From an optimization exercise on the open Yosys and OpenROAD flow, aimed at small area, a short achievable clock period and few clock cycles; shortcuts taken in it are not production practice.
Only simulation tests tie the RTL to the original design; equivalence was not proved.
No activity file was given, so power comes from the tool's default toggle rates.

==> flow/design.v <==
`timescale 1ns / 1ps
module Translate (
    input             CLK,
    input             RSTn,        
    output     [15:0] MADDR,       
    output            M_W,         
    output     [15:0] MDATAOUT,    
    input      [15:0] MDATAIN,     
    output            HALTED
);
    localparam [3:0] OP_LW = 4'b0001, OP_SW = 4'b0011, OP_AND = 4'b0101,
                     OP_OR = 4'b0110, OP_ADD = 4'b0111, OP_SUB = 4'b1000,
                     OP_SLT = 4'b1001, OP_BEQ = 4'b1010, OP_J = 4'b1011,
                     OP_ADDI = 4'b1100;
    function is_halt_op(input [3:0] o);
        is_halt_op = (o == 4'b0000) || (o == 4'b0010) || (o == 4'b0100) ||
                     (o == 4'b1101) || (o == 4'b1110) || (o == 4'b1111);
    endfunction
    reg  [255:0] RF;       
    reg  [15:0] MA;        
    reg         MF;        
    reg         MWR;       
    reg  [15:0] P;         
    reg         AV;        
    reg  [15:0] IR;
    reg         IV;
    reg  [15:0] IPC;       
    reg  [15:0] OHA;       
    reg  [15:0] OHB;       
    reg  [11:0] EI;        
    reg         EV;
    reg         f_inv, f_and, f_or, f_sum, f_slt, f_addi, f_wr, f_as;
    reg         f_lw, f_sw, f_beq, f_halt;
    reg  [15:0] OA, OB;    
    reg         PA, PB;    
    reg         LWP;       
    reg  [3:0]  LWD;       
    reg         H;         
    reg         MAA, MAB;  
    reg         SVA, SVB;  
    reg         FAR, FBR;  
    reg         FAO, FBO;  
    reg         HR;        
    wire [3:0] ewa = EI[11:8];
    wire [7:0] eim = EI[7:0];
    wire ex = EV & ~LWP & ~H;
    wire [15:0] Bx  = OB;      
    wire [16:0] S   = {1'b0, OA} + {1'b0, Bx} + {16'b0, f_inv};
    wire        ovf = (OA[15] == Bx[15]) & (S[15] != OA[15]);
    wire [15:0] res = ({16{f_and}} & (OA & OB)) |
                      ({16{f_or}}  & (OA | OB)) |
                      ({16{f_sum}} & S[15:0]) |
                      {15'b0, f_slt & ~S[16]} |
                      ({16{f_addi}} & {8'b0, eim});
    wire we    = ex & f_wr;
    wire ovw   = ex & f_as;
    wire taken = ex & f_beq & (OA == OB);
    wire [8:0] eim1 = {1'b0, eim} + 9'd1;
    wire hitR  = IV & HR;
    wire hitA  = AV & (P == {7'b0, eim1});
    wire hit   = ex & f_sw & (hitR | hitA);
    wire [3:0] rop = IR[15:12];
    wire [3:0] ra  = IR[7:4];
    wire r_j  = (rop == OP_J);
    wire r_beq = (rop == OP_BEQ);
    wire r_sw = (rop == OP_SW);
    wire radv = ~LWP;                         
    wire rsq  = taken | (hit & hitR);         
    wire rfold = IV & r_j & radv & ~rsq;
    reg  [15:0] rfa, rfb;
    integer j;
    always @(*) begin
        rfa = 16'b0;
        rfb = 16'b0;
        for (j = 0; j < 16; j = j + 1) begin
            rfa = rfa | ({16{OHA[j]}} & RF[16*j +: 16]);
            rfb = rfb | ({16{OHB[j]}} & RF[16*j +: 16]);
        end
    end
    wire [15:0] ovword = {15'b0, ovf};
    wire [15:0] fa = FAR ? res : FAO ? ovword : rfa;
    wire [15:0] fb = FBR ? res : FBO ? ovword : rfb;
    wire r_inv = (rop == OP_SUB) | (rop == OP_SLT);
    wire r_wr = (rop == OP_AND) | (rop == OP_OR) | (rop == OP_ADD) | (rop == OP_SUB) |
                (rop == OP_SLT) | (rop == OP_ADDI);
    wire [3:0] aop = MDATAIN[15:12];
    wire asq   = taken | hit | rfold;
    wire aj    = AV & (aop == OP_J) & ~(IV & r_sw);
    wire afold = aj & ~asq;
    wire [3:0] axa = MDATAIN[7:4];
    wire [3:0] axb = (aop == OP_SW || aop == OP_BEQ) ? MDATAIN[11:8] : MDATAIN[3:0];
    wire abq   = AV & (aop == OP_BEQ) & IV & r_beq;
    wire abnc  = abq & ~asq;
    wire acap  = AV & ~asq & ~afold & ~abnc;
    wire [15:0] pm1 = P - 16'd1;          
    wire ev_n   = radv ? (IV & ~rsq & ~r_j) : EV;
    wire [3:0] niop = radv ? IR[15:12] : (f_lw ? OP_LW : f_sw ? OP_SW : 4'b0);
    wire [7:0] niim = radv ? IR[7:0] : eim;
    wire lwp_n  = ex & f_lw;
    wire h_n    = H | (ex & f_halt);
    wire nex    = ev_n & ~lwp_n & ~h_n;
    wire nlw    = nex & (niop == OP_LW);
    wire nsw    = nex & (niop == OP_SW);
    wire dnext  = nlw | nsw;
    wire nwr    = nex & (radv ? r_wr : f_wr);
    wire nas    = nex & (radv ? ((rop == OP_ADD) | (rop == OP_SUB)) : f_as);
    wire maa_n  = acap ? (IR[11:8] == axa) : MAA;
    wire mab_n  = acap ? (IR[11:8] == axb) : MAB;
    wire sva_n  = acap ? (axa == 4'd7) : SVA;
    wire svb_n  = acap ? (axb == 4'd7) : SVB;
    wire [15:0] seq  = MF ? MA + 16'd1 : P;
    wire [15:0] bt   = IPC + {12'b0, eim[3:0]};
    wire [15:0] cand = taken ? bt :
                       hit   ? {8'b0, eim} :
                       rfold ? {8'b0, IR[11:4]} :
                       aj    ? {8'b0, MDATAIN[11:4]} :
                       abq   ? pm1 : seq;
    assign MADDR    = MA;
    assign M_W      = MWR;
    assign MDATAOUT = OB;
    assign HALTED   = H | (EV & ~LWP & f_halt);
    wire [15:0] wd = LWP ? MDATAIN : res;
    integer k;
    always @(posedge CLK) begin
        for (k = 0; k < 16; k = k + 1) begin
            if (LWP ? (LWD == k) : (we & (ewa == k)))
                RF[16*k +: 16] <= wd;
            else if (k == 7 && ovw)
                RF[16*k +: 16] <= ovword;
        end
    end
    always @(posedge CLK) begin
        LWD <= ewa;
        if (acap) begin
            IR   <= MDATAIN;
            if (aop == OP_BEQ) IPC <= pm1;
            OHA  <= 16'b1 << axa;
            OHB  <= 16'b1 << axb;
            HR   <= r_sw & (P == {7'b0, {1'b0, IR[7:0]} + 9'd1});
        end
        if (radv) begin
            EI  <= IR[11:0];
            f_inv  <= (rop == OP_SUB) | (rop == OP_SLT);
            f_and  <= (rop == OP_AND);
            f_or   <= (rop == OP_OR);
            f_sum  <= (rop == OP_ADD) | (rop == OP_SUB);
            f_slt  <= (rop == OP_SLT);
            f_addi <= (rop == OP_ADDI);
            f_wr   <= r_wr;
            f_as   <= (rop == OP_ADD) | (rop == OP_SUB);
            f_lw   <= (rop == OP_LW);
            f_sw   <= (rop == OP_SW);
            f_beq  <= (rop == OP_BEQ);
            f_halt <= is_halt_op(rop);
            OA  <= fa;
            OB  <= fb ^ {16{r_inv}};
            PA  <= ex & f_lw & MAA;
            PB  <= ex & f_lw & MAB;
        end else begin
            if (PA) OA <= MDATAIN;
            if (PB) OB <= MDATAIN ^ {16{f_inv}};
        end
        MAA <= maa_n;
        MAB <= mab_n;
        SVA <= sva_n;
        SVB <= svb_n;
        FAR <= nwr & maa_n;
        FBR <= nwr & mab_n;
        FAO <= nas & sva_n;
        FBO <= nas & svb_n;
        MA <= dnext ? {8'b0, niim} : cand;
        P  <= dnext ? cand : seq;
        if (!RSTn) begin
            MA  <= 16'd0;
            MF  <= 1'b1;
            MWR <= 1'b0;
            AV  <= 1'b0;
            IV  <= 1'b0;
            EV  <= 1'b0;
            LWP <= 1'b0;
            H   <= 1'b0;
        end else begin
            MF  <= ~dnext;
            MWR <= nsw;
            AV  <= MF & ~asq & ~afold & ~abnc;
            IV  <= acap | (IV & ~radv & ~rsq);
            EV  <= ev_n;
            LWP <= lwp_n;
            H   <= h_n;
        end
    end
endmodule
Settings: LEC_CHECK=0, ABC_AREA=1, CAP_MARGIN=20, CORE_MARGIN=2, CORE_UTILIZATION=40, CTS_CLUSTER_DIAMETER=80, CTS_CLUSTER_SIZE=20, SETUP_SLACK_MARGIN=3.4, SLEW_MARGIN=20; clock period 6.0 ns.
run.sh (not shown) runs the stock make flow with config.mk's settings and CLKGATE_MAP_FILE= SYNTH_SCRIPT=/design/flow/synth_recipe.tcl, a recipe that flattens the netlist after the stock synthesis.
Testbench counts at the start, summed over its fixed seeds: cycles 206,583.
Next try:
CTS_CLUSTER_DIAMETER = unset   (was 80)
CTS_CLUSTER_SIZE = unset   (was 20)
SETUP_SLACK_MARGIN = 3.8   (was 3.4)
The new run finished clean.
Routed wire length came out higher by about 7.5%.
Core utilization came out higher by 7.0 points.
Via count came out higher by 7.5%.
Register-to-register slack is about the same.
Next try:
CORE_UTILIZATION = 50   (was 40)
CTS_CLUSTER_DIAMETER = 80   (was unset)
CTS_CLUSTER_SIZE = 20   (was unset)
SETUP_SLACK_MARGIN = 3.4   (was 3.8)
What happened: Non-clock buffer count drops by 109. Global-route usage climbs by 5.8 points. Wire length drops by 4.3%. Final area drops by 11%. Utilization climbs by 5.7 points. Worst hold slack improves by 15 ps.
Next try:
CORE_UTILIZATION = 40   (was 50)
CTS_CLUSTER_DIAMETER = unset   (was 80)
CTS_CLUSTER_SIZE = unset   (was 20)
SETUP_SLACK_MARGIN = 3.5   (was 3.4)
The new run completed with no timing, DRC or antenna violations.
First-iteration DRC count goes down by about 13%.
Via count goes up by about 1.7%.
Sequential power stays flat.
Worst setup slack improves by 22 ps.
Cell area rose by 6.2%.
Global-route usage went down by 6.8 points.
Combinational power is higher by about 5%.
Cell count goes up by 7.3%.
Next try:
SETUP_SLACK_MARGIN = 3.4   (was 3.5)
Sequential cell count is unchanged.
Sequential share of layout area came out higher by 2.2 points.
Non-clock buffer count decreases by 75.
Worst setup slack gets better by 69 ps.
Global-route usage goes down by 0.76 points.

## re-timing with driven ports
The results above use ideal ports. As a check the final layouts listed here were re-extracted and re-timed, cells and wires unchanged.
Step 1 assumes that a clkbuf_16 drives the clock port and a buf_2 every other input.
Step 2, shift: input delay + t, output delay - t, t = (earliest + latest rising clock arrival at the registers) / 2. This alone moves slack from input paths to output paths.
Slacks: ideal / step 1 / step 2; pairs: ideal / step 1.
| run | shift t [ns] | setup slack, ns | cell pins on the clock port's net |
|---|---|---|---|
| the first run | 0.653 | 3.360 / 3.301 / 2.798 | 1 |
| the second run | 0.658 | 3.373 / 3.345 / 2.890 | 1 |
| the third run | 0.678 | 3.276 / 3.276 / 2.767 | 1 |
| the fourth run | 0.649 | 3.297 / 3.266 / 2.856 | 1 |
| the fifth run | 0.644 | 3.366 / 3.330 / 2.864 | 1 |
After both steps every run listed still meets setup and hold. For the first run, which loses most, drivers alone change the setup slack by -0.059 ns; drivers and shift together by -0.562 ns.
